Source: an optimization exercise on an open RTL-to-GDS flow (aim: small area and a short achievable clock period). Production flows keep margins and buffers that such runs may drop.
No run shown here included a check of the RTL's function; only the layout flow was run.
No activity file was given, so power comes from the tool's default toggle rates.

## flow/design.v (module list and top-level ports; edited modules follow where they fit)
// module rdy_gate: 3 lines
// module perceptron_ctrl: 31 lines
// module perceptron_dp: 1094 lines
// module booth_enc: 8 lines
// module oai22m: 3 lines
// module nor2m: 3 lines
// module xor2m: 3 lines
// module xnor2m: 3 lines
// module maj3m: 3 lines
// module fa: 4 lines
// module ha: 4 lines
// module perceptron_top: 44 lines
module perceptron_top #(
    parameter WIDTH = 16
  ) (
    input clk,
    input reset,
    input      val_i,
    output     rdy_o,
    output     val_o,
    input      rdy_i,
    input  [1:0] W1W0b_en_i,
    input        b_i,
    input        W0_i,
    input        W1_i,
    input signed [WIDTH-1:0] X0_i,
    input signed [WIDTH-1:0] X1_i,
    output     Y_o
);
  // ...
==> flow/run.sh <==
#!/bin/bash
# synth_recipe.tcl (not shown) runs the flow's synth.tcl, then flattens the netlist and writes it again
# the make line also repeats each setting of config.mk as NAME=value (left out here)
make -C /OpenROAD-flow-scripts/flow DESIGN_CONFIG=/design/flow/config.mk WORK_HOME=/design/flow/orfs CLKGATE_MAP_FILE= SYNTH_SCRIPT=/design/flow/synth_recipe.tcl finish
==> flow/config.mk <==
export PLATFORM = sky130hd
export DESIGN_NAME = perceptron_top
export DESIGN_NICKNAME = perceptron_top
export VERILOG_FILES = /design/flow/design.v
export SDC_FILE = /design/flow/constraint.sdc
export NUM_CORES = 4
export LEC_CHECK = 0
export CAP_MARGIN = 20
export CORE_MARGIN = 2
export CORE_UTILIZATION = 40
export SETUP_SLACK_MARGIN = 4.0
export SLEW_MARGIN = 20
export SYNTH_HIERARCHICAL = 1
export SYNTH_MINIMUM_KEEP_SIZE = 0
==> flow/constraint.sdc <==
create_clock -name core_clock -period 9.0 [get_ports {clk}]
set_input_delay 1.8000 -clock core_clock [delete_from_list [all_inputs] [get_ports {clk}]]
set_output_delay 1.8000 -clock core_clock [all_outputs]
set_load 0.01 [all_outputs]
==> reports/summary.txt, run 1 <==
run status: finished clean
# clock sinks: 109
Syn Std Cell Area: 0.0142 mm^2
1st-pass router iterations: 5
global-route usage over all layers: 26.9%
share of layout cells above drive strength 1: 18.3%
DR top layer: met4
Seq. cell area: 0.00285 mm^2
CP Cell Sequence: o22ai_1 > xor2_1 > fa_1 > fa_1 > fa_1 > fa_2 > fa_1 > fa_1 > fa_1 > or2_2
hold path start: dp.b[15]
die width: 192 um
NonClk Buf Share: 11.8%
DR WL met2: 23100 um
area of the multi-input gates: 0.0117 mm^2
P_sw: 0.411 mW
largest net degree at the start of global routing: 53
met3 Use GR: 4.87%
sequential share of power: 44.6%
Post-Synth XOR/XNOR Area: 17.8%
detailed-route via count: 12100
critical path startpoint: dp.xn1[9]
hold path cells: 2
Top pwr grp: sequential cells
mux contribution to synthesized area: 0.0704%
CP endpoint kind: register
adder-cell area share of the yosys netlist: 37.2%
==> run 2, diff against run 1 <==
--- a/flow/design.v
+++ b/flow/design.v
@@ -41,17 +41,19 @@
     input        b_i,
     input        W0_i,
     input        W1_i,
     input  [15:0] X0_i,
     input  [15:0] X1_i,
     output Y_o
 );
 reg [15:0] w0, w1, b;
-reg [15:0] xn0, xn1;    
+reg [15:0] x0, x1;      
+wire [15:0] xn0 = ~x0;  
+wire [15:0] xn1 = ~x1;
 always @ (posedge clk)
 begin
   if (reset == 1)
   begin
     w0 <= 0;
     w1 <= 0;
     b  <= 0;
   end else begin
@@ -59,18 +61,18 @@
     if (W1W0b_en_i == 2'b10) w0 <= {w0[14:0], W0_i};
     if (W1W0b_en_i == 2'b01) b  <= {b[14:0], b_i};
   end
 end
 always @ (posedge clk)
 begin
   if (en_ingress == 1)
   begin
-    xn0 <= ~X0_i;
-    xn1 <= ~X1_i;
+    x0 <= X0_i;
+    x1 <= X1_i;
   end
 end
 wire onen0_0, twon0_0, nzn0_0, sel1, p2, sel3, p4, sel5, p6, sel7, p8, sel9;
 wire p10, sel11, p12, sel13, p14, sel15, p16, sel17, p18, sel19, p20, sel21;
 wire p22, sel23, p24, sel25, p26, sel27, p28, sel29, p30, sel31, p32, sel33;
 wire p34, onen0_1, twon0_1, nzn0_1, sel35, p36, sel37, p38, sel39, p40, sel41, p42;
 wire sel43, p44, sel45, p46, sel47, p48, sel49, p50, sel51, p52, sel53, p54;
 wire sel55, p56, sel57, p58, sel59, p60, sel61, p62, sel63, p64, sel65, p66;
==> flow/config.mk (replaced) <==
export PLATFORM = sky130hd
export DESIGN_NAME = perceptron_top
export DESIGN_NICKNAME = perceptron_top
export VERILOG_FILES = /design/flow/design.v
export SDC_FILE = /design/flow/constraint.sdc
export NUM_CORES = 4
export LEC_CHECK = 0
export CAP_MARGIN = 20
export CORE_MARGIN = 2
export CORE_UTILIZATION = 40
export SETUP_SLACK_MARGIN = 5.0
export SLEW_MARGIN = 20
export SYNTH_HIERARCHICAL = 1
export SYNTH_MINIMUM_KEEP_SIZE = 0
export TNS_END_PERCENT = 0
==> run 2 against run 1 <==
  * Still clean on timing, DRC and antenna
  * Final cell count is 0.99% lower
  * Power is 0.89% lower
  * Clock power is 1% lower
  * First-iteration DRC count is 3.4% higher
  * Synthesized cell count is 0.53% lower
  * Largest power group unchanged
  * Highest routed layer unchanged
==> reports/summary.txt, run 2 <==
CTS clk-pin slew, worst paths: 0.08 ns (about the same)
Hold Crit Class: register to register (unchanged)
Synth cell types: 46 (unchanged)
commonest cells in the netlist: xor2_1 (256), fa_1 (249), o22ai_1 (245) (was xor2_1 (256), fa_1 (249), o22ai_1 (246))
WHS: 0.504 ns (was 0.466 ns)
die height: 192 um (about the same)
CORE AREA: 0.0347 mm^2 (was 0.0353 mm^2)
Clock Tree Buf Depth: 2 (unchanged)
Pwr Total: 1.30 mW (was 1.32 mW)
area delta synth->final: 27.1% (was 24.3%)
Setup violations, final: 0 (unchanged)
Seq. cell area: 0.00286 mm^2 (was 0.00285 mm^2)
Area contributors post-synth: fa_1 (35%), xor2_1 (16%), edfxtp_1 (13%), o22ai_1 (11%), dfxtp_1 (7.1%) (was fa_1 (35%), xor2_1 (16%), edfxtp_1 (12%), o22ai_1 (11%), dfxtp_1 (7.0%))
cells after synthesis: 1326 (was 1333)
CTS tree: yes (unchanged)
ANT cells: 0 (unchanged)
post-synth top area share: 35.2% (was 35.1%)
minimum clock period after layout: 4.89 ns (was 4.95 ns)
Largest Register: dp.cs (unchanged)
RSZ-0062 raised after global routing: true (unchanged)
VDD IR max: 0.0929 mV (was 0.0891 mV)
area of the multi-input gates: 0.0119 mm^2 (was 0.0117 mm^2)
max reg flops: 27 (unchanged)
Iter 0 DRT Violations: 1359 (was 1314)
max-cap violation count: 0 (unchanged)
Avg Cell Area, Syn: 10.7 um^2 (about the same)
initial core utilization: 40.8% (was 40.2%)
Synth area leader: fa_1 (unchanged)
DR top layer: met4 (unchanged)
Clk Latency, worst-skew pair: 0.40 ns (about the same)
P_leak: 8.87 nW (was 8.88 nW)
Total Routed Length: 48400 um (was 48300 um)
final hold violations: 0 (unchanged)
root buffer cell: clkbuf_16 (unchanged)
most frequent cells in the layout: xor2_1 (256), o22ai_1 (228), fa_1 (224), nand2_1 (118), buf_4 (113) (was xor2_1 (253), o22ai_1 (243), fa_1 (239), buf_4 (121), nand2_1 (120))
Routed Antenna Nets: 0 (unchanged)
Avg WL per Cell: 24.2 um (was 23.9 um)
Final Cycle Share: 54.3% (was 55.0%)
initial antenna violation count: 0 (unchanged)
Fin Clk Skew: 0.0202 ns (was 0.0182 ns)
Slew headroom: 29.5% (was 28.3%)
# clock sinks: 109 (unchanged)
most frequent cell after synthesis: xor2_1 (unchanged)
Worst setup SP type: register (unchanged)
1st-pass router iterations: 7 (was 5)
final-report max-slew violation count: 0 (unchanged)
hold buffer count at CTS: 0 (unchanged)
yosys warns: 8 (unchanged)
die area: 0.0369 mm^2 (was 0.0370 mm^2)
CP arrival: 5.03 ns (was 5.09 ns)
achievable frequency: 204 MHz (was 202 MHz)
die width: 192 um (about the same)
Port Buffers: 43 (unchanged)
Total Neg Setup Slack: 0 ns (unchanged)
routed length on met1: 18300 um (was 18400 um)
gr ovfl total: 0 (unchanged)
vias per inst: 6.09 (was 5.99)
Crit Path Max Fanout: 16 (unchanged)
vias in the first global route: 12800 (was 12300)
detailed-route via count: 12200 (was 12100)
Seq/Total Area, Yosys: 19.6% (was 19.5%)
CP Class: register to register (unchanged)
ys flop type: edfxtp_1 (unchanged)
EDFF count, synth: 59 (unchanged)
FF+latch count, synth: 109 (unchanged)
WL met3: 4420 um (was 4490 um)
Syn Std Cell Area: 0.0142 mm^2 (about the same)
Tightest Pin Transition: 1.06 ns (was 1.08 ns)
Core Rows: 68 (was 69)
H-Tree Depth: 3 (unchanged)
DP HPWL: 31200 um (was 31900 um)
run status: finished clean (unchanged)
RePlAce Congestion: 0.886 (was 0.926)
first-pass GRT wire length: 75100 um (was 73400 um)
Filler Cell Count: 3066 (was 3176)
global-route usage over all layers: 27.6% (was 26.9%)
DR WL met2: 22800 um (was 23100 um)
power per cell area: 72.4 mW/mm^2 (was 74.5 mW/mm^2)
share of layout cells above drive strength 1: 21.7% (was 18.3%)
most common cell after layout, fill and taps aside: xor2_1 (unchanged)
DRC viols: 0 (unchanged)
Crit path required time: 9.14 ns (was 9.13 ns)
CTS Buf Count: 9 (unchanged)
CP endpoint kind: register (unchanged)
Async S/R FF share, synth: 0% (unchanged)
number of nets in the layout: 1853 (was 1867)
IO Pins: 44 (unchanged)
largest net degree at the start of global routing: 53 (unchanged)
[run 2: changes by cell type after synthesis, sizes merged, moves of 3 or more]
cell and change:
nor2 -5, o211ai -3, buf -5, a22oi -3
clkbuf +5, a21o +3
[run 2: cell type report]
cell class	instances	area share [%]
inverter	37	1.15
tap	455	3.16
clock inverter	7	0.479
timing repair buffer	202	12.1
multi-input combinational	1181	66.0
sequential	109	15.9
clock buffer	9	1.25
[run 2: worst max-delay path: stages (launching register included)]
cell and delay (ns):
edfxtp_1 0.38, inv_1 0.56, o22ai_1 0.21, xor2_1 0.21
fa_1 0.46, fa_1 0.42, fa_1 0.43, fa_1 0.39
fa_1 0.45, fa_1 0.39, fa_1 0.44, or2_2 0.30
[run 2: path summary, 6_finish.rpt]
| check | from | to | depth (start not counted) | slack (ns) |
|---|---|---|---|---|
| worst max-delay path | dp.x1[2] | dp.cs[12] | 11 | 4.11 |
| worst min-delay path | dp.b[1] | dp.b[2] | 2 | 0.50 |
| worst max register to register | dp.x1[2] | dp.cs[12] | 11 | 4.11 |
| worst min register to register | dp.b[1] | dp.b[2] | 2 | 0.50 |
[run 2: cell families after synthesis]
group | Yosys count | synth area share [%]
compound gates | 343 | 15.1
xor+xnor | 288 | 17.8
fa+ha+maj | 275 | 37.4
buf+inv | 53 | 1.45
flops | 109 | 19.6
mux | 1 | 0.0706
other cells | 2 | 0.0530
simple gates | 255 | 8.55
[run 2: per-module statistics from Yosys, one instance, submodules excluded, excerpt]
module           flops+latches  times used  cells  cell area (um^2)
booth_enc                    0          16      7              42.5
fa                           0         249      1              20.0
ha                           0          23      1              12.5
nor2m                        0          32      1              3.75
oai22m                       0         240      1              6.26
perceptron_ctrl              2           1      8               109
perceptron_dp              107           1    386              4070
rdy_gate                     0           2      2              18.8
xnor2m                       0          16      1              8.76
xor2m                        0         256      1              8.76
[run 2: where the power goes]
group          leakage (nW)  switching (mW)  internal, mW
Clock                 0.151           0.233         0.201
Sequential             1.03          0.0112         0.548
Combinational          7.69           0.176         0.134
Total                  8.87           0.420         0.883
[run 2: what timing repair did]
action	CTS	global route
pin swaps	28	11
endpoints found under the setup margin	29	29
hold endpoints to repair	0	0
setup buffers	147	1
gates resized for setup	56	12
[run 2: routing by layer]
layer  up-vias  track usage, %
li1       5148               -
met1      6117            35.7
met2       717            44.9
met3       191            4.70
met4         0            13.4
met5         -               0
[run 2: per-stage QoR]
stage	utilization (%)	instances	instance area, um^2	worst slack [ns]
after detailed placement	45.3	1836	15700	3.54
after CTS	51.7	1999	18000	4.15
after global routing	51.9	2000	18000	3.99
after floorplan	-	1343	14700	4.10
final	51.9	2000	18000	4.11
after global placement	45.3	1835	15700	3.60
==> run 3, diff against run 2 <==
--- a/flow/config.mk
+++ b/flow/config.mk
@@ -8,7 +8,7 @@
 export CAP_MARGIN = 20
 export CORE_MARGIN = 2
 export CORE_UTILIZATION = 40
-export SETUP_SLACK_MARGIN = 5.0
+export SETUP_SLACK_MARGIN = 4.5
 export SLEW_MARGIN = 20
 export SYNTH_HIERARCHICAL = 1
 export SYNTH_MINIMUM_KEEP_SIZE = 0
==> run 3 against run 2 <==
  * Still clean on timing, DRC and antenna
  * First-iteration DRC count is the same
  * Maximum frequency is the same
  * Synthesized cell count unchanged
  * Clock power about the same
  * Clock skew unchanged
  * Area after synthesis did not move
  * Critical path depth is the same
  * Critical path type unchanged
  * Critical endpoint unchanged
  * Largest power group unchanged
  * Highest routed layer unchanged
==> reports/summary.txt, run 3 <==
Clk Latency, worst-skew pair: 0.40 ns (about the same)
P_leak: 8.87 nW (unchanged)
Final Cycle Share: 54.3% (unchanged)
CORE AREA: 0.0347 mm^2 (unchanged)
Area contributors post-synth: fa_1 (35%), xor2_1 (16%), edfxtp_1 (13%), o22ai_1 (11%), dfxtp_1 (7.1%) (unchanged)
final hold violations: 0 (unchanged)
M2 GR Usage: 44.9% (unchanged)
detailed-route via count: 12200 (unchanged)
max reg flops: 27 (unchanged)
Synth cell types: 46 (unchanged)
Tightest Pin Transition: 1.06 ns (unchanged)
most common cell after layout, fill and taps aside: xor2_1 (unchanged)
routing usage on met1: 35.7% (unchanged)
initial core utilization: 40.8% (unchanged)
achievable frequency: 204 MHz (unchanged)
final std cells w/o fill: 2000 (unchanged)
RSZ-0062 raised after global routing: true (unchanged)
DP HPWL: 31200 um (unchanged)
Routed Antenna Nets: 0 (unchanged)
first-pass GRT wire length: 75100 um (unchanged)
area of the multi-input gates: 0.0119 mm^2 (unchanged)
VDD IR max: 0.0929 mV (unchanged)
Port Buffers: 43 (unchanged)
yosys warns: 8 (unchanged)
Crit Path Max Fanout: 16 (unchanged)
run status: finished clean (unchanged)
max-cap violation count: 0 (unchanged)
share of layout cells above drive strength 1: 21.7% (unchanged)
CP endpoint kind: register (unchanged)
Worst setup SP type: register (unchanged)
# clock sinks: 109 (unchanged)
ANT cells: 0 (unchanged)
IO Pins: 44 (unchanged)
Avg WL per Cell: 24.2 um (unchanged)
Core Rows: 68 (unchanged)
Crit path required time: 9.14 ns (about the same)
Filler Cell Count: 3066 (unchanged)
Iter 0 DRT Violations: 1359 (unchanged)
die height: 192 um (unchanged)
FF+latch count, synth: 109 (unchanged)
most frequent cells in the layout: xor2_1 (256), o22ai_1 (228), fa_1 (224), nand2_1 (118), buf_4 (113) (unchanged)
busiest grt layer: met2 (unchanged)
post-synth top area share: 35.2% (unchanged)
die area: 0.0369 mm^2 (unchanged)
ys flop type: edfxtp_1 (unchanged)
Synth area leader: fa_1 (unchanged)
CP arrival: 5.03 ns (about the same)
CTS clk-pin slew, worst paths: 0.08 ns (about the same)
Total Routed Length: 48400 um (unchanged)
Total Neg Setup Slack: 0 ns (unchanged)
Syn Std Cell Area: 0.0142 mm^2 (unchanged)
vias per inst: 6.09 (unchanged)
gr ovfl total: 0 (unchanged)
H-Tree Depth: 3 (unchanged)
Slew headroom: 29.5% (unchanged)
largest net degree at the start of global routing: 53 (unchanged)
DRC viols: 0 (unchanged)
final-report max-slew violation count: 0 (unchanged)
CTS Buf Count: 9 (unchanged)
Hold Crit Class: register to register (unchanged)
cells after synthesis: 1326 (unchanged)
area delta synth->final: 27.1% (unchanged)
Setup violations, final: 0 (unchanged)
vias in the first global route: 12800 (unchanged)
most frequent cell after synthesis: xor2_1 (unchanged)
hold path cells: 2 (unchanged)
Seq/Total Area, Yosys: 19.6% (unchanged)
power per cell area: 72.4 mW/mm^2 (unchanged)
met3 Use GR: 4.70% (unchanged)
initial antenna violation count: 0 (unchanged)
Async S/R FF share, synth: 0% (unchanged)
commonest cells in the netlist: xor2_1 (256), fa_1 (249), o22ai_1 (245) (unchanged)
Largest Register: dp.cs (unchanged)
EDFF count, synth: 59 (unchanged)
die width: 192 um (unchanged)
Clock Tree Buf Depth: 2 (unchanged)
1st-pass router iterations: 7 (unchanged)
R2R depth: 11 (unchanged)
CP Class: register to register (unchanged)
number of nets in the layout: 1853 (unchanged)
minimum clock period after layout: 4.89 ns (unchanged)
global-route usage over all layers: 27.6% (unchanged)
Avg Cell Area, Syn: 10.7 um^2 (unchanged)
root buffer cell: clkbuf_16 (unchanged)
Fin Clk Skew: 0.0202 ns (unchanged)
CTS tree: yes (unchanged)
Placed Instances: 1836 (unchanged)
RePlAce Congestion: 0.886 (unchanged)
Seq. cell area: 0.00286 mm^2 (unchanged)
run 3: per-layer routing:
layer  vias up  routed length [um]
met3       191                4420
li1       5148                   -
met4         0                2930
met2       717               22800
met1      6117               18300
met5         -                   0
run 3: layout make-up:
type                    instances  share of cell area, %
clock buffers                   9                   1.25
clock inverters                 7                  0.479
inverters                      37                   1.15
multi-input cells            1181                   66.0
flip-flops and latches        109                   15.9
well taps                     455                   3.16
repair buffers                202                   12.1
run 3: cell families after synthesis:
group	count (synthesis)	share of synthesized area, %
DFF	109	19.6
adders and majority gates	275	37.4
buffers and inverters	53	1.45
other	2	0.0530
muxes	1	0.0706
and+or+nand+nor	255	8.55
xor gates and xnor gates	288	17.8
AOI/OAI and AO/OA	343	15.1
run 3: stage by stage:
stage	setup slack (ns)	area (um^2)	power (mW)	hold WS (ns)	util (%)
after floorplan	4.10	14700	0.761	0.436	-
after global placement	3.60	15700	0.850	0.445	45.3
after detailed placement	3.54	15700	0.855	0.457	45.3
after CTS	4.15	18000	1.31	0.469	51.7
after global routing	3.99	18000	1.37	0.523	51.9
final	4.11	18000	1.30	0.504	51.9
run 3: per-module statistics from Yosys, one instance, submodules excluded, excerpt:
module         times used  flip-flops and latches  cell area, um^2  cells
oai22m                240                       0             6.26      1
booth_enc              16                       0             42.5      7
nor2m                  32                       0             3.75      1
xor2m                 256                       0             8.76      1
ha                     23                       0             12.5      1
rdy_gate                2                       0             18.8      2
fa                    249                       0             20.0      1
xnor2m                 16                       0             8.76      1
perceptron_dp           1                     107             4070    386
run 3: final timing paths:
check,from,slack (ns),end
worst max-delay path,dp.x1[2],4.11,dp.cs[12]
worst min-delay path,dp.b[1],0.50,dp.b[2]
worst max register to register,dp.x1[2],4.11,dp.cs[12]
worst min register to register,dp.b[1],0.50,dp.b[2]
run 3: worst max-delay path, cell delays in order, from the launching register on:
cell and delay [ns]:
edfxtp_1 0.38, inv_1 0.56, o22ai_1 0.21, xor2_1 0.21, fa_1 0.46, fa_1 0.42
fa_1 0.43, fa_1 0.39, fa_1 0.45, fa_1 0.39, fa_1 0.44, or2_2 0.30
run 3: timing repair:
item,CTS,global route
setup buffers,147,1
setup endpoints to repair,29,29
hold buffers,0,0
gates resized for setup,56,12
pin swaps,28,11
run 3: power by group:
group / leakage [nW] / switching, mW / internal, mW / total [mW]
Clock: 0.151 / 0.233 / 0.201 / 0.434
Sequential: 1.03 / 0.0112 / 0.548 / 0.559
Combinational: 7.69 / 0.176 / 0.134 / 0.311
Total: 8.87 / 0.420 / 0.883 / 1.30

[what the ideal ports hide]
How much do the figures lean on ideal ports? The routed layouts below were timed once more, with nothing changed but the port constraints. Step 1 sets driving cells, clkbuf_16 on the clock port and buf_2 on the other inputs (assumed; they add their load-dependent delay and slew). Step 2, shift: input delay + t, output delay - t, t = (earliest + latest rising clock arrival at the registers) / 2. This alone moves slack from input paths to output paths. Slacks: ideal ports / drivers / drivers and shift; pairs: ideal ports / drivers.
run | shift t [ns] | setup slack, ns | latest minus earliest clock arrival (ns) | worst register clock-pin slew, ns | worst slew at a driven data input, ns
run 1 | 0.437 | 4.046 / 4.046 / 4.046 | 0.018 / 0.018 | 0.09 / 0.09 | 0.04
run 2 | 0.441 | 4.110 / 4.110 / 4.110 | 0.020 / 0.020 | 0.10 / 0.10 | 0.04
run 3 | 0.441 | 4.110 / 4.110 / 4.110 | 0.020 / 0.020 | 0.10 / 0.10 | 0.04
After both steps setup and hold are still met in every run listed.
